From an optimization exercise on the open Yosys and OpenROAD flow, aimed at small area; shortcuts taken in it are not production practice.
Function was checked by simulation only, so behaviour that the tests miss may differ from the original.
The flow treats the clock pin as an ideal source, which a real chip does not have.
Power is estimated from default activity; no workload was simulated.

==> design/flow/design.v <==
module LevelToPulse(
	input Clock,
	input Reset,
	input Level,
	output Pulse
);
	reg [1:0] state;
	assign Pulse = state[0];
	always @(posedge Clock or negedge Reset) begin
		if (!Reset) state <= 2'b00;
		else state <= {state[0] & ~(state[1] & Level), ~Level | (state[0] & ~state[1])};
	end
endmodule
module fsm_genius(
  input reset,
  input clock,
  input btn0,
  input btn1,
  input btn2,
  input btn3,
  input timerPronto,
  input colorPronto,
  input [1:0] colorSeq,
  output reg [3:0] code,
  output reg [6:0] codeScr,
  output reg [5:0] codeAux,
  output [3:0] color,
  output reg geraSeq,
  output reg startTimer,
  output reg velA,
  output reg velB
);
  localparam [3:0] C_OFF=4'd0, C_DIF1=4'd1, C_DIF2=4'd2, C_DIF3=4'd3, C_VEL1=4'd14, C_VEL2=4'd5,
    C_PC=4'd6, C_PVP=4'd8, C_SUSS=4'd9, C_DIGI=4'd10, C_RESP=4'd11, C_DARK=4'd12, C_LIT=4'd13, C_CONT=4'd4;
  localparam OFF=4'd0, MENU=4'd8, DIF1=4'd2, DIF2=4'd3, DIF3=4'd10, VEL1=4'd5,
             VEL2=4'd6, MODE1=4'd7, MODE2=4'd4, GEN=4'd14, EXIBE=4'd11,
             ERROU=4'd12, ACERTOU=4'd1, GERA=4'd13, RESP=4'd9, GANHOU=4'd15;
  reg [3:0] state, next_state;
  reg [2:0] colr;
  assign color = colr[2] ? {colr[1] & ~colr[0], colr[1] | colr[0], colr[1], colr[1] ^ colr[0]}
                         : {1'b0, colr[1] & ~colr[0], colr[0], colr[1] ~^ colr[0]};
  reg [5:0] qtd_cores;    
  reg [6:0] indSeq;       
  reg stateTimer, stateColor;
  reg btn0on, btn1on, btn2on, btn3on;
  reg modo1, modo2;
  reg m16, m32;
  wire n0 = btn0 & ~btn0on;
  wire n1 = btn1 & ~btn1on;
  wire n2 = btn2 & ~btn2on;
  wire n3 = btn3 & ~btn3on;
  wire newp = n0 | n1 | n2 | n3;
  wire [1:0] k = {~n3 & ~n2, ~n3 & (n2 | ~n1)};
  wire sOFF = state == OFF, sMENU = state == MENU;
  wire sDIF1 = state == DIF1, sDIF2 = state == DIF2, sDIF3 = state == DIF3;
  wire sVEL1 = state == VEL1, sVEL2 = state == VEL2;
  wire sMODE1 = state == MODE1, sMODE2 = state == MODE2;
  wire sGEN = state == GEN, sEXIBE = state == EXIBE, sERROU = state == ERROU;
  wire sACERTOU = state == ACERTOU, sGERA = state == GERA, sRESP = state == RESP;
  wire sGANHOU = state == GANHOU;
  wire sMenuSel = sDIF1 | sDIF2 | sDIF3 | sVEL1 | sVEL2 | sMODE1 | sMODE2;
  wire [1:0] qt = qtd_cores[5:4];
  wire [3:0] qo = qtd_cores[3:0];
  wire [2:0] it = indSeq[6:4];
  wire [3:0] io = indSeq[3:0];
  wire we = reset & ((sGEN & colorPronto) | (sGERA & newp));
  wire [1:0] wd = sGEN ? colorSeq : k;
  reg [1:0] seq [0:31];
  wire [1:0] grp [0:3];
  genvar g;
  generate
    for (g = 0; g < 32; g = g + 1) begin : entry
      localparam [1:0] T = g / 10;
      localparam [3:0] O = g % 10;
      wire hit = (qt == T) & ((O >= 8) ? (qo[3] & (qo[0] == O[0])) : (~qo[3] & (qo[2:0] == O[2:0])));
      always @(posedge clock) if (we & hit) seq[g] <= wd;
    end
    for (g = 0; g < 3; g = g + 1) begin : tens
      wire [1:0] lo = io[2] ? (io[1] ? (io[0] ? seq[g*10+7] : seq[g*10+6]) : (io[0] ? seq[g*10+5] : seq[g*10+4]))
                            : (io[1] ? (io[0] ? seq[g*10+3] : seq[g*10+2]) : (io[0] ? seq[g*10+1] : seq[g*10+0]));
      assign grp[g] = io[3] ? (io[0] ? seq[g*10+9] : seq[g*10+8]) : lo;
    end
  endgenerate
  assign grp[3] = io[0] ? seq[31] : seq[30];
  wire [1:0] rd = it[1] ? (it[0] ? grp[3] : grp[2]) : (it[0] ? grp[1] : grp[0]);
  wire match = (rd == k);
  wire [6:0] i1 = (it == 3'd6 && io == 4'd3) ? 7'd0 :
                  (io == 4'd9) ? {it + 3'd1, 4'd0} : {it, io + 4'd1};
  wire iwrap = (i1 == {1'b0, qtd_cores});
  wire iless = (i1 < {1'b0, qtd_cores});
  wire [5:0] q1 = (qo == 4'd9) ? {qt + 2'd1, 4'd0} : {qt, qo + 4'd1};
  wire [5:0] max_cor = m32 ? 6'h32 : (m16 ? 6'h16 : 6'h08);
  wire qless = (qtd_cores < max_cor);
  wire qfull = (qtd_cores == max_cor);
  function [5:0] aux_value;
    input [6:0] v;
    aux_value = (v[6] | ((v[5:4] == 2'd3) & (v[3] | (v[2] & (v[1] | v[0]))))) ? 6'h3F : v[5:0];
  endfunction
  wire gen_step = sGEN & ~colorPronto & stateColor;
  wire add_step = gen_step | (sGERA & newp);
  wire ex_step = sEXIBE & ~timerPronto & stateTimer;
  wire ok_step = sRESP & newp & match;
  wire [5:0] q_new = ~add_step ? qtd_cores : (qless ? q1 : (qfull ? 6'd0 : qtd_cores));
  wire [6:0] scr_new;
  scr_value scrv (.X({velB, q_new}), .Y(scr_new));
  always @(posedge clock) begin
    if (!reset) state <= OFF;
    else state <= next_state;
  end
  always @(posedge clock) begin
    if (!reset) begin
      next_state <= OFF;
      code <= C_OFF;
      codeScr <= 7'd0;
      codeAux <= 6'd0;
      colr <= 3'b100;
      stateTimer <= 1'b0;
      stateColor <= 1'b0;
      geraSeq <= 1'b0;
      startTimer <= 1'b0;
      btn0on <= 1'b0;
      btn1on <= 1'b0;
      btn2on <= 1'b0;
      btn3on <= 1'b0;
    end else begin
      case (state)
        OFF: next_state <= btn0 ? MENU : OFF;
        MENU: next_state <= DIF1;
        DIF1: if (n1) next_state <= VEL1; else if (n0) next_state <= DIF2;
        DIF2: if (n1) next_state <= VEL1; else if (n0) next_state <= DIF3;
        DIF3: if (n1) next_state <= VEL1; else if (n0) next_state <= DIF1;
        VEL1: if (n1) next_state <= MODE1; else if (n0) next_state <= VEL2;
        VEL2: if (n1) next_state <= MODE1; else if (n0) next_state <= VEL1;
        MODE1: if (n1) next_state <= GEN; else if (n0) next_state <= MODE2;
        MODE2: if (n1) next_state <= GERA; else if (n0) next_state <= MODE1;
        GEN: if (colorPronto) next_state <= GEN;
             else if (stateColor) begin
               if (qless) next_state <= EXIBE;
               else if (qfull) next_state <= GANHOU;
             end
        EXIBE: if (ex_step) begin
                 if (iless) next_state <= EXIBE;
                 else if (iwrap) next_state <= RESP;
               end
        RESP: if (newp) begin
                if (~match) next_state <= ERROU;
                else if (iless) next_state <= RESP;
                else if (iwrap) next_state <= ACERTOU;
              end
        ACERTOU: if (timerPronto) begin
                   if (modo1) next_state <= GEN;
                   if (modo2) next_state <= GERA;
                 end
        ERROU: if (n1) next_state <= OFF; else if (n0) next_state <= GEN;
        GANHOU: if (n1) next_state <= OFF;
                else if (n0) begin
                  if (modo1) next_state <= GEN;
                  if (modo2) next_state <= GERA;
                end
        GERA: if (newp) begin
                if (qless) next_state <= EXIBE;
                else if (qfull) next_state <= GANHOU;
              end
      endcase
      case (state)
        OFF: code <= C_OFF;
        DIF1: code <= C_DIF1;
        DIF2: code <= C_DIF2;
        DIF3: code <= C_DIF3;
        VEL1: code <= C_VEL1;
        VEL2: code <= C_VEL2;
        MODE1: code <= C_PC;
        MODE2: code <= C_PVP;
        EXIBE: code <= timerPronto ? C_LIT : C_DARK;
        RESP: code <= C_RESP;
        ACERTOU: if (timerPronto) code <= C_SUSS;
        ERROU, GANHOU: code <= C_CONT;
        GERA: code <= C_DIGI;
        default: ;
      endcase
      if (sOFF) colr <= 3'b101;
      else if (sEXIBE) begin
        if (timerPronto) colr <= {1'b0, rd};
        else if (stateTimer) begin
          if (iwrap) colr <= 3'b111;
        end else colr <= 3'b110;
      end else if ((sRESP | sGERA) & newp) begin
        if (ok_step & iwrap) colr <= 3'b110;
        else colr <= {1'b0, k};
      end
      if (sEXIBE) stateTimer <= timerPronto;
      if (sGEN) begin
        stateColor <= colorPronto;
        geraSeq <= ~colorPronto & ~stateColor;
      end
      if (sEXIBE & ~timerPronto) startTimer <= ~stateTimer;
      if (sACERTOU) startTimer <= ~timerPronto;
      if (sMENU) btn0on <= 1'b1;
      if (sMenuSel | sERROU | sGANHOU) begin
        btn0on <= btn0;
        btn1on <= btn1;
      end
      if (sRESP | sGERA) begin
        btn0on <= newp | (btn0 & btn0on);
        btn1on <= newp | (btn1 & btn1on);
        btn2on <= newp | (btn2 & btn2on);
        btn3on <= newp | (btn3 & btn3on);
      end
      if (sOFF) codeAux <= 6'd0;
      else if (sRESP) codeAux <= aux_value(ok_step ? (iwrap ? 7'd0 : i1) : indSeq);
      else if (sERROU) codeAux <= 6'h33;
      else if (sGANHOU) codeAux <= 6'h34;
      if (sOFF) codeScr <= 7'd0;
      else if (sGEN | sGERA) codeScr <= scr_new;
    end
  end
  always @(posedge clock) begin
    if (sOFF | sVEL1 | sVEL2) begin
      velA <= sVEL1;
      velB <= sVEL2;
    end
    if (sOFF | sMODE1 | sMODE2) begin
      modo1 <= sMODE1;
      modo2 <= sMODE2;
    end
    if (sDIF1 | sDIF2 | sDIF3) begin
      m16 <= sDIF2;
      m32 <= sDIF3;
    end
    if (sOFF | ((sERROU | sGANHOU) & (n0 | n1)))
      qtd_cores <= 6'd0;
    else if (add_step)
      qtd_cores <= q_new;
    if (sOFF | (sERROU & n0)) indSeq <= 7'd0;
    else if (ex_step | ok_step) indSeq <= iwrap ? 7'd0 : i1;
  end
endmodule
module RandColor(
  input  clk,
  input  reset,
  input  enable,
  output reg [1:0] code,
  output reg colorPronto
);
reg [4:0] d;
reg v;
wire [4:0] dn;
assign dn[4] = d[4]^d[1];
assign dn[3] = d[3]^d[0];
assign dn[2] = d[2]^dn[4];
assign dn[1] = d[1]^dn[3];
assign dn[0] = d[0]^dn[2];
wire [2:0] signal = {3{v}} & {code == 2'd2, code[0], code[1] ~^ code[0]};
always @(posedge clk) begin
  if (~reset) begin
    d <= 5'd0;
    v <= 1'b0;
    colorPronto <= 0;
  end else if (~enable) begin
    d <= d + {2'b00, signal} + 5'd12;
    colorPronto <= 0;
  end else begin
    code <= {dn[3], dn[1]};
    v <= 1'b1;
    colorPronto <= 1;
    d <= dn;
  end
end
endmodule
module counter1second (
	input clock,
	input reset,
	input velA,
	input velB,
	input enable,
	output reg saida
);
	reg [5:0] value;
	always @(posedge clock) begin
		if (!reset) begin
			value <= 6'd0;
			saida <= 1'b0;
		end else begin
			value <= enable ? (value + 1'b1) : 6'd0;
			if (velA) saida <= value[4];
			if (velB) saida <= value[5];
		end
	end
endmodule
module dec7seg(input [3:0] X, output [6:0] segment0, output [6:0] segment1, output [6:0] segment2, output [6:0] segment3);
  assign segment0[0] = (~X[1] & ~X[2] & ~X[3]) | (X[1] & X[2]) | (X[0] & X[2] & X[3]) | (~X[0] & ~X[2] & X[3]);
  assign segment0[1] = (~X[0] & ~X[1] & ~X[3]) | (~X[1] & ~X[2] & X[3]) | (X[1] & X[2] & ~X[3]) | (X[0] & X[2] & X[3]);
  assign segment0[2] = (~X[0] & ~X[3]) | (~X[0] & ~X[1] & ~X[2]) | (X[0] & X[1] & X[3]) | (X[0] & X[2]);
  assign segment0[3] = (~X[1] & ~X[2] & ~X[3]) | (X[1] & X[3]) | (X[0] & X[2] & X[3]) | (~X[0] & X[2] & ~X[3]) | (~X[0] & ~X[2] & X[3]);
  assign segment0[4] = (~X[1] & ~X[2]) | (X[1] & X[2]) | (X[0] & ~X[1] & X[3]) | (X[0] & ~X[2] & ~X[3]) | (~X[0] & X[1] & X[3]);
  assign segment0[5] = (~X[0] & ~X[2]) | (X[0] & X[2]) | (X[1] & ~X[3]) | (~X[0] & X[1]) | (X[0] & ~X[3]);
  assign segment0[6] = (~X[1] & ~X[2] & ~X[3]) | (X[0] & X[2] & X[3]) | (X[1] & X[2]) | (~X[0] & ~X[2] & X[3]) | (~X[0] & ~X[1] & ~X[3]);
  assign segment1[0] = (X[2] & ~X[3]) | (X[0] & X[2]) | (X[1] & X[2]);
  assign segment1[1] = (~X[3]) | (X[0]) | (X[1]);
  assign segment1[2] = (~X[0] & ~X[1] & ~X[2]) | (X[0] & X[2]) | (X[1] & X[2]) | (~X[2] & ~X[3]);
  assign segment1[3] = (~X[2] & ~X[3]) | (~X[0] & ~X[1] & ~X[2]) | (~X[0] & ~X[3]) | (X[0] & X[2] & X[3]);
  assign segment1[4] = (X[0] & X[3]) | (X[1] & X[2] & ~X[3]);
  assign segment1[5] = (~X[0] & X[2] & ~X[3]) | (X[0] & X[2] & X[3]);
  assign segment1[6] = (X[0] & X[2]) | (X[1] & X[2]);
  assign segment2[0] = (~X[0] & ~X[1] & X[2] & ~X[3]) | (X[0] & ~X[2] & ~X[3]) | (~X[1] & ~X[2] & X[3]) | (~X[0] & X[1] & ~X[2]) | (X[0] & X[2] & X[3]);
  assign segment2[1] = (~X[0] & ~X[1] & ~X[3]) | (X[0] & X[1] & X[3]) | (X[0] & X[2]) | (X[1] & X[2]);
  assign segment2[2] = (~X[0] & ~X[1] & ~X[2] & ~X[3]) | (X[0] & X[2]) | (X[0] & X[1] & X[3]) | (X[1] & X[2]);
  assign segment2[3] = (~X[2] & ~X[3]) | (~X[0] & X[1] & ~X[2]) | (X[0] & X[2] & X[3]);
  assign segment2[4] = (X[0] & ~X[2] & ~X[3]) | (~X[0] & X[1] & ~X[2]) | (X[0] & X[2] & X[3]);
  assign segment2[5] = (X[0] & ~X[2] & ~X[3]) | (~X[0] & X[1] & ~X[2]) | (~X[0] & ~X[1] & X[2] & ~X[3]) | (X[0] & X[2] & X[3]);
  assign segment2[6] = (X[1] & ~X[3]) | (~X[1] & ~X[2] & X[3]) | (X[0] & ~X[2] & ~X[3]) | (~X[0] & X[1] & ~X[2]) | (X[0] & X[2] & X[3]);
  assign segment3[0] = (X[0] & ~X[3]) | (X[1] & ~X[2]) | (X[0] & X[2]) | (X[1] & X[3]);
  assign segment3[1] = (X[0] & X[3]) | (~X[0] & ~X[1] & X[2] & ~X[3]);
  assign segment3[2] = (~X[0] & X[2] & ~X[3]) | (~X[0] & ~X[1] & ~X[2] & X[3]) | (X[0] & X[1] & X[3]) | (X[0] & X[2] & X[3]);
  assign segment3[3] = (~X[0] & ~X[1] & ~X[2] & X[3]) | (X[0] & X[1] & X[3]) | (X[0] & X[2] & X[3]) | (X[1] & X[2] & ~X[3]);
  assign segment3[4] = (X[0] & ~X[1] & X[3]);
  assign segment3[5] = (X[0] & ~X[2] & ~X[3]) | (X[1] & ~X[2]) | (X[0] & X[2] & X[3]);
  assign segment3[6] = (~X[0] & ~X[1] & ~X[3]) | (X[0] & X[2]) | (X[1] & X[2] & X[3]);
endmodule
module scr_value(input [6:0] X, output [6:0] Y);
  assign Y[0] = (X[0] & X[6]);
  assign Y[1] = (~X[0] & X[1] & ~X[2]) | (X[1] & X[6]) | (~X[0] & ~X[1] & X[2] & ~X[6]) | (X[0] & X[1] & X[2]) | (X[0] & X[3] & ~X[6]);
  assign Y[2] = (X[0] & X[1] & ~X[2] & ~X[6]) | (~X[0] & ~X[1] & X[2]) | (X[2] & X[6]) | (X[3] & ~X[6]);
  assign Y[3] = (~X[0] & ~X[1] & ~X[2] & ~X[3] & X[5] & ~X[6]) | (X[0] & ~X[1] & X[2] & ~X[6]) | (X[3] & X[6]) | (~X[0] & ~X[1] & ~X[2] & ~X[3] & X[4] & ~X[6]);
  assign Y[4] = (~X[0] & ~X[1] & ~X[2] & ~X[6]) | (X[1] & X[2] & ~X[6]) | (X[3] & ~X[6]) | (X[4] & X[6]);
  assign Y[5] = (~X[0] & ~X[1] & ~X[2] & ~X[3] & ~X[4] & ~X[6]) | (X[0] & X[4] & ~X[6]) | (X[5] & X[6]) | (X[1] & X[4] & ~X[6]) | (X[3] & X[4] & ~X[6]) | (X[2] & X[4] & ~X[6]);
  assign Y[6] = (~X[0] & ~X[1] & ~X[2] & ~X[3] & ~X[4] & ~X[5] & ~X[6]) | (X[0] & X[5] & ~X[6]) | (X[1] & X[5] & ~X[6]) | (X[3] & X[5] & ~X[6]) | (X[4] & X[5] & ~X[6]) | (X[2] & X[5] & ~X[6]);
endmodule
module dec7segScr(input [6:0] X, output [6:0] segment5, output [6:0] segment4);
  assign segment5[0] = (~X[4] & ~X[5] & X[6]) | (X[4] & X[5] & X[6]) | (X[0] & X[4] & ~X[5]) | (X[3] & X[4] & ~X[5] & ~X[6]) | (X[1] & X[4] & ~X[5] & ~X[6]) | (X[2] & X[4] & ~X[5] & ~X[6]);
  assign segment5[1] = (X[5] & X[6]) | (X[4] & X[6]);
  assign segment5[2] = (~X[4] & X[5] & ~X[6]) | (X[4] & X[5] & X[6]);
  assign segment5[3] = (~X[4] & ~X[5] & X[6]) | (X[4] & X[5] & X[6]) | (X[0] & X[4] & ~X[5]) | (X[3] & X[4] & ~X[5] & ~X[6]) | (X[1] & X[4] & ~X[5] & ~X[6]) | (X[2] & X[4] & ~X[5] & ~X[6]);
  assign segment5[4] = (~X[5] & X[6]) | (X[4] & X[5]) | (X[0] & X[4]) | (X[3] & X[4]) | (X[1] & X[4]) | (X[2] & X[4]);
  assign segment5[5] = (X[0] & X[4]) | (X[1] & X[4] & ~X[6]) | (X[5] & ~X[6]) | (X[4] & X[5]) | (X[3] & X[4] & ~X[6]) | (X[2] & X[4] & ~X[6]);
  assign segment5[6] = (~X[5] & ~X[6]) | (X[4] & X[5] & X[6]);
  assign segment4[0] = (X[0] & ~X[1] & ~X[2] & ~X[3]) | (~X[0] & ~X[1] & X[2]) | (X[4] & X[5] & X[6]);
  assign segment4[1] = (X[0] & ~X[1] & X[2]) | (~X[0] & X[1] & X[2]) | (X[4] & X[5] & X[6]);
  assign segment4[2] = (~X[0] & X[1] & ~X[2]) | (X[4] & X[5] & X[6]);
  assign segment4[3] = (X[0] & ~X[1] & ~X[2] & ~X[3]) | (~X[0] & ~X[1] & X[2]) | (X[4] & X[5] & X[6]) | (X[0] & X[1] & X[2]);
  assign segment4[4] = (X[0]) | (~X[1] & X[2]) | (X[4] & X[5] & X[6]);
  assign segment4[5] = (X[0] & ~X[2] & ~X[3]) | (X[1] & ~X[2]) | (X[4] & X[5] & X[6]) | (X[0] & X[1]);
  assign segment4[6] = (~X[1] & ~X[2] & ~X[3]) | (X[0] & X[1] & X[2]);
endmodule
module dec7segAux(input [5:0] X, output [6:0] segment7, output [6:0] segment6);
  assign segment7[0] = (X[0] & X[4] & ~X[5]) | (X[1] & X[4] & ~X[5]) | (X[3] & X[4]) | (X[2] & X[4] & ~X[5]);
  assign segment7[1] = (X[0] & X[1] & X[4] & X[5]) | (X[2] & X[4] & X[5]);
  assign segment7[2] = (~X[4] & X[5]) | (X[0] & X[1] & X[5]);
  assign segment7[3] = (X[0] & X[4] & ~X[5]) | (X[1] & X[4] & ~X[5]) | (X[3] & X[4]) | (X[2] & X[4] & ~X[5]);
  assign segment7[4] = (X[2] & X[4]) | (X[3] & X[4]) | (~X[0] & X[4] & X[5]) | (X[1] & X[4] & ~X[5]) | (X[0] & ~X[1] & X[4]);
  assign segment7[5] = (X[2] & X[4] & ~X[5]) | (X[3] & X[4]) | (~X[4] & X[5]) | (X[1] & X[4] & ~X[5]) | (~X[0] & ~X[2] & X[5]) | (X[0] & ~X[1] & X[4]);
  assign segment7[6] = (~X[5]) | (X[2] & X[3]);
  assign segment6[0] = (X[0] & ~X[1] & ~X[2] & ~X[3]) | (~X[0] & ~X[1] & X[2] & ~X[4]) | (X[0] & X[4] & X[5]) | (~X[0] & ~X[1] & X[2] & ~X[5]);
  assign segment6[1] = (X[0] & ~X[1] & X[2]) | (~X[0] & X[1] & X[2]) | (X[0] & X[1] & X[4] & X[5]) | (X[2] & X[4] & X[5]);
  assign segment6[2] = (~X[0] & X[1] & ~X[2]) | (X[1] & X[4] & X[5]);
  assign segment6[3] = (X[0] & ~X[1] & ~X[2] & ~X[3]) | (~X[0] & ~X[1] & X[2] & ~X[4]) | (X[0] & X[1] & X[2]) | (X[0] & X[4] & X[5]) | (~X[0] & ~X[1] & X[2] & ~X[5]);
  assign segment6[4] = (~X[1] & X[2]) | (X[0] & ~X[4]) | (X[0] & ~X[1]) | (X[0] & ~X[5]) | (X[1] & X[3]);
  assign segment6[5] = (X[0] & ~X[2] & ~X[3]) | (X[1] & ~X[2]) | (X[0] & X[1]);
  assign segment6[6] = (~X[1] & ~X[2] & ~X[3]) | (X[0] & X[1] & X[2]);
endmodule
module genius_top
	(
		input CLOCK_50,
		input RESET_N,
		input [3:0] KEY,
		output [7:0] LEDG,
		output [3:0] COLOR,
		output [6:0] HEX0,
		output [6:0] HEX1,
		output [6:0] HEX2,
		output [6:0] HEX3,
		output [6:0] HEX4,
		output [6:0] HEX5,
		output [6:0] HEX6,
		output [6:0] HEX7
	);
	wire btn0, btn1, btn2, btn3;
	wire timerPronto, colorPronto, pulseSeq, setTimerOn, velA, velB;
	wire [1:0] signalRand;
	wire [3:0] code;
	wire [6:0] codeScr;
	wire [5:0] codeAux;
	LevelToPulse LockEnterPulse0 (.Clock(CLOCK_50), .Reset(RESET_N), .Level(KEY[0]), .Pulse(btn0));
	LevelToPulse LockEnterPulse1 (.Clock(CLOCK_50), .Reset(RESET_N), .Level(KEY[1]), .Pulse(btn1));
	LevelToPulse LockEnterPulse2 (.Clock(CLOCK_50), .Reset(RESET_N), .Level(KEY[2]), .Pulse(btn2));
	LevelToPulse LockEnterPulse3 (.Clock(CLOCK_50), .Reset(RESET_N), .Level(KEY[3]), .Pulse(btn3));
	fsm_genius FSM (
		.reset(RESET_N), .clock(CLOCK_50),
		.btn0(btn0), .btn1(btn1), .btn2(btn2), .btn3(btn3),
		.timerPronto(timerPronto), .colorPronto(colorPronto), .colorSeq(signalRand),
		.code(code), .codeScr(codeScr), .codeAux(codeAux),
		.color(COLOR), .geraSeq(pulseSeq), .startTimer(setTimerOn), .velA(velA), .velB(velB));
	assign LEDG = {btn3, btn3, btn2, btn2, btn1, btn1, btn0, btn0};
	RandColor rand_gen (.clk(CLOCK_50), .reset(RESET_N), .enable(pulseSeq), .code(signalRand), .colorPronto(colorPronto));
	counter1second contador (.clock(CLOCK_50), .reset(RESET_N), .velA(velA), .velB(velB), .enable(setTimerOn), .saida(timerPronto));
	dec7seg dec7segDisplay (.X(code), .segment0(HEX0), .segment1(HEX1), .segment2(HEX2), .segment3(HEX3));
	dec7segScr dec7segScrDisplay (.X(codeScr), .segment5(HEX5), .segment4(HEX4));
	dec7segAux dec7segScrDisplayAux (.X(codeAux), .segment7(HEX7), .segment6(HEX6));
endmodule
==> design/flow/flow/run.sh <==
#!/bin/bash
# Own layout flow: the standard flow's synthesis (synth_recipe.tcl) with adders left to ABC
# (no full/half-adder cells) and an area-oriented ABC script, then the standard flow's
# standard layout (standard.sh) with 1x port buffers and a clock tree of
# smaller buffers without dummy loads (leaf buffers with many flip-flops
# upsized after CTS, flow/post_cts.tcl).
# Logs: synth_make.log and standard.log here, each step's log in orfs/logs.
set -euo pipefail
W=$PWD
export MY_ABC_SCRIPT=$W/flow/abc_area.script
export FLOW_SYNTH_TCL=$W/synth_recipe.tcl
export BUFFER_PORTS_ARGS="-buffer_cell sky130_fd_sc_hd__buf_1"
export POST_CTS_TCL=$W/flow/post_cts.tcl
export CTS_ARGS="-sink_clustering_enable -repair_clock_nets -dont_use_dummy_load -buf_list sky130_fd_sc_hd__clkbuf_4 -root_buf sky130_fd_sc_hd__clkbuf_8"
make -C "$FLOW_HOME" DESIGN_CONFIG=$W/config.mk WORK_HOME=$W/orfs CLKGATE_MAP_FILE= ADDER_MAP_FILE= SYNTH_SCRIPT=$W/flow/synth.tcl synth > synth_make.log 2>&1
bash standard.sh > standard.log 2>&1
==> design/flow/flow/abc_area.script <==
strash
&get -n
&fraig -x
&put
scorr
dc2
balance
rewrite
refactor
balance
rewrite
rewrite -z
balance
refactor -z
rewrite -z
balance
strash
dch -f
amap -m
topo
==> design/flow/flow/post_cts.tcl <==
set block [ord::get_db_block]
set changed 0
foreach inst [$block getInsts] {
  if {[[$inst getMaster] getName] ne "sky130_fd_sc_hd__clkbuf_4"} { continue }
  set onet "NULL"
  foreach it [$inst getITerms] {
    if {[$it isOutputSignal]} { set onet [$it getNet] }
  }
  if {$onet eq "NULL" || $onet eq ""} { continue }
  set sinks 0
  foreach it [$onet getITerms] {
    if {[$it isInputSignal]} { incr sinks }
  }
  if {$sinks >= 11} {
    replace_cell [get_cells [$inst getName]] sky130_fd_sc_hd__clkbuf_8
    incr changed
  }
}
puts "post_cts: upsized $changed clock buffers"
if {$changed > 0} {
  detailed_placement
  check_placement -verbose
  estimate_parasitics -placement
}
==> design/flow/flow/synth.tcl <==
proc abc {args} {
  set i [lsearch -exact $args -script]
  if { $i >= 0 } { lset args [expr {$i + 1}] $::env(MY_ABC_SCRIPT) }
  set j [lsearch -exact $args -D]
  if { $j >= 0 } { set args [lreplace $args $j [expr {$j + 1}]] }
  yosys abc {*}$args
}
source $::env(FLOW_SYNTH_TCL)
==> design/flow/standard.sh <==
#!/bin/bash
# synth_recipe.tcl (not shown) runs the flow's synth.tcl, then flattens the netlist and writes it again
# the make line also repeats each setting of config.mk as NAME=value (left out here)
make -C /OpenROAD-flow-scripts/flow DESIGN_CONFIG=/design/flow/config.mk WORK_HOME=/design/flow/orfs CLKGATE_MAP_FILE= SYNTH_SCRIPT=/design/flow/synth_recipe.tcl "${@:-finish}"
==> design/flow/config.mk <==
export PLATFORM = sky130hd
export DESIGN_NAME = genius_top
export DESIGN_NICKNAME = genius_top
export VERILOG_FILES = /design/flow/design.v
export SDC_FILE = /design/flow/constraint.sdc
export NUM_CORES = 4
export LEC_CHECK = 0
export CAP_MARGIN = 20
export CORE_MARGIN = 2
export CORE_UTILIZATION = 40
export SLEW_MARGIN = 20
==> design/flow/constraint.sdc <==
create_clock -name core_clock -period 10.0 [get_ports {CLOCK_50}]
set_input_delay 2.0000 -clock core_clock [delete_from_list [all_inputs] [get_ports {CLOCK_50}]]
set_output_delay 2.0000 -clock core_clock [all_outputs]
set_load 0.01 [all_outputs]
==> flow_metrics.env <==
export IMPL_fin_setup_tns_ps=0
export IMPL_cts_tree="done"
export IMPL_critical_path_most_common_cell="nor2_1"
export IMPL_numClockSinks=143
export IMPL_async_flop_share=0.0559
export IMPL_r2r_start="FSM.indSeq[1]"
export IMPL_antennaDiodeCount=0
export IMPL_grt_max_degree=33
export IMPL_grt_pass1_wl_um=32200
export IMPL_die_w_um=139
export IMPL_worst_slew_pin_slew_ps=860
export IMPL_die_h_um=139
export IMPL_synth_area_leaders="edfxtp_1 (30%), dfxtp_1 (17%), nor2_1 (11%)"
export IMPL_arrival_ps=5620
export IMPL_period_share=0.531
export IMPL_postSynthNetCount=876
export IMPL_synth_common_cells="nor2_1 (211), clkinv_1 (104), o21ai_0 (79)"
export IMPL_timing_rr_end="FSM.codeAux[5]"
export IMPL_drt_pass1_iterations=5
export IMPL_synth_seq_cells=143
export IMPL_yosys_area_top_type="edfxtp_1"
export IMPL_synthCells=870
export IMPL_hold_path_startpoint="LockEnterPulse3.state[1]"
export IMPL_grt_ovfl_total=0
export IMPL_criticalPathCategory="reg2reg"
export IMPL_via_count=6718
export IMPL_min_path_type="reg2reg"
export IMPL_final_max_slew_viol_count=0
export IMPL_grt_pass1_vias=6251
export IMPL_yosys_warnings=5
export IMPL_path_cells="clkinv_1 -> and3_1 -> a2111oi_0 -> nor3_1 -> or3_1 -> a31oi_1 -> nor2_1 -> a211oi_1 -> nand2_1 -> nor2_1 -> clkinv_1 -> nor2_1 -> a21oi_1 -> o21a_1 -> o211ai_1 -> o21ai_0 -> or3_1 -> o221a_1"
export IMPL_vdd_ir_drop_max_mv=0.100
export IMPL_drive_gt1_frac=0.0262
export IMPL_hold_viol_final=0
export IMPL_gp_congestion=0.975
export IMPL_rr_worst_depth=18
export IMPL_hold_slack_ps=441
export IMPL_synthMostInstantiatedCell="nor2_1"
export IMPL_synthFlopType="edfxtp_1"
export IMPL_critical_path_slowest_cell="dfxtp_1"
export IMPL_power_density_nw_per_um2=141
export IMPL_synthDistinctLibCells=45
export IMPL_initialDrtViolationCount=684
export IMPL_final_min_clock_period_ps=5310
export IMPL_leakagePower_nw=2.60
export IMPL_path_max_fanout=15
export IMPL_initial_core_util=0.407
export IMPL_viasPerCell=5.67
export IMPL_antenna_found_initial=0
export IMPL_slew_headroom=0.425
export IMPL_io_buffers=73
export IMPL_dp_hpwl_um=14800
export IMPL_wl_per_cell_um=16.7
export IMPL_die_area_um2=19400
export IMPL_setup_violations_final=0
export IMPL_syn_area_um2=7310
export IMPL_avgSynthCellArea_um2=8.40
export IMPL_area_growth_pct=9.49
export IMPL_remaining_drc_errors=0
export IMPL_synth_top_area_share=0.296
export IMPL_ios=74
export IMPL_num_rows=49
export IMPL_reg2reg_slack_ps=4690
export IMPL_worstHoldPathCells=1
export IMPL_rsz0062_at_grt="no"
export IMPL_path_clk_slew_ps=90
export IMPL_nets=963
export IMPL_crit_path_end_kind="flip-flop"
export IMPL_holdPathEnd="LockEnterPulse3.state[1]"
export IMPL_synth_seq_area_share=0.496
export IMPL_crit_required_ps=10310
export IMPL_synth_edf_count=72
export IMPL_max_freq_ghz=0.188
export IMPL_fill_cells=1808
export IMPL_slowest_delay_ps=660
export IMPL_wl_um=19800
export IMPL_maxCapViolCount=0
export IMPL_ant_nets=0
export IMPL_fin_skew_ps=32.5
export IMPL_core_um2=18000
export IMPL_grtUsageTotal=0.206
export IMPL_status="finished clean"
export IMPL_start_kind="flip-flop"
export IMPL_worstSkewPairLatency_ps=440
-- cells in the final DEF, fill, tap and decap left out, types with 18 or more instances in the layout --
master and instances:
o22ai_1 18, edfxtp_1 72, nor3_1 24, o21ai_0 79, nor2_1 211, buf_1 73, dfxtp_1 63, clkinv_1 104
nand2_1 50, a21oi_1 54
-- metrics by stage --
stage / utilization / setup WS (ps) / power (mW) / instance area (um^2) / instances
floorplan: - / 4690 / 0.803 / 7310 / 870
global placement: 0.437 / 5100 / 0.861 / 7850 / 1167
detailed placement: 0.437 / 4800 / 0.860 / 7850 / 1167
global route: 0.445 / 4070 / 1.18 / 8000 / 1184
finish: 0.445 / 4690 / 1.12 / 8000 / 1184
-- sequential cells by signal (all words and copies together), names as in the netlist, 2 cells and up --
register,cells
FSM.seq,64
FSM.codeScr,7
FSM.indSeq,7
FSM.codeAux,6
FSM.qtd_cores,6
contador.value,6
rand_gen.d,5
FSM.code,4
FSM.next_state,4
FSM.state,4
FSM.colr,3
LockEnterPulse0.state,2
LockEnterPulse1.state,2
LockEnterPulse2.state,2
LockEnterPulse3.state,2
rand_gen.code,2
-- final cells by class --
| type | count | area (um^2) | area share |
|---|---|---|---|
| sequential | 143 | 3620 | 0.453 |
| tap | 229 | 287 | 0.0358 |
| inverter | 104 | 390 | 0.0488 |
| timing repair buffer | 79 | 319 | 0.0399 |
| multi-input combinational | 612 | 3230 | 0.403 |
| clock buffer | 17 | 153 | 0.0191 |
-- worst max-delay path by stage --
stage	cells past startpoint	start	endpoint	slack, ps
detailed placement	18	FSM.indSeq[1]	FSM.codeAux[5]	4800
floorplan	16	FSM.indSeq[0]	FSM.codeAux[4]	4690
global placement	18	FSM.indSeq[1]	FSM.codeAux[5]	5100
global route	18	FSM.indSeq[1]	FSM.codeAux[5]	4070
finish	18	FSM.indSeq[1]	FSM.codeAux[5]	4690
-- cell families after synthesis --
kind of cell	synth area share
AND/OR/NAND/NOR	0.200
flip-flops	0.496
XOR/XNOR	0.00120
buffers and inverters	0.0642
AO/OA/AOI/OAI	0.239
-- power by group --
part	switching, mW	total [mW]	leakage, nW	internal (mW)
logic	0.123	0.180	1.25	0.0576
registers	0.0262	0.671	1.27	0.644
clock network	0.178	0.274	0.0886	0.0960
total	0.327	1.12	2.60	0.798
-- metal layers --
layer  wire, um  GRT usage  up-vias
li1           -          -     3339
met1       9220      0.290     3131
met2       9130      0.320      234
met3       1320     0.0518       14
met4        158     0.0473        0
met5          0          0        -
-- critical path, delay by kind of cell, from the launching register on --
kind	cells	cell delay [ps]
AO/OA/AOI/OAI	8	1910
flip-flops	1	660
buffers and inverters	2	780
AND/OR/NAND/NOR	8	1830

what the ideal ports hide:
No port has a modelled driver above. Below, the same layout with a new extraction and two added sets of constraints.
Step 1 assumes that a clkbuf_16 drives the clock port and a buf_2 every other input.
Step 2, shift: input delay + t, output delay - t, t = (earliest + latest rising clock arrival at the registers) / 2. This alone moves slack from input paths to output paths.
Three values: no drivers, after step 1, after step 2; two values: the first two.
t, ns: 0.461
setup slack, ns: 4.693 / 4.693 / 4.693
worst data-port slew with drivers (ns): 0.03
After both steps this run still meets setup and hold. For this run, drivers alone change the setup slack by 0.000 ns; drivers and shift together by 0.000 ns.
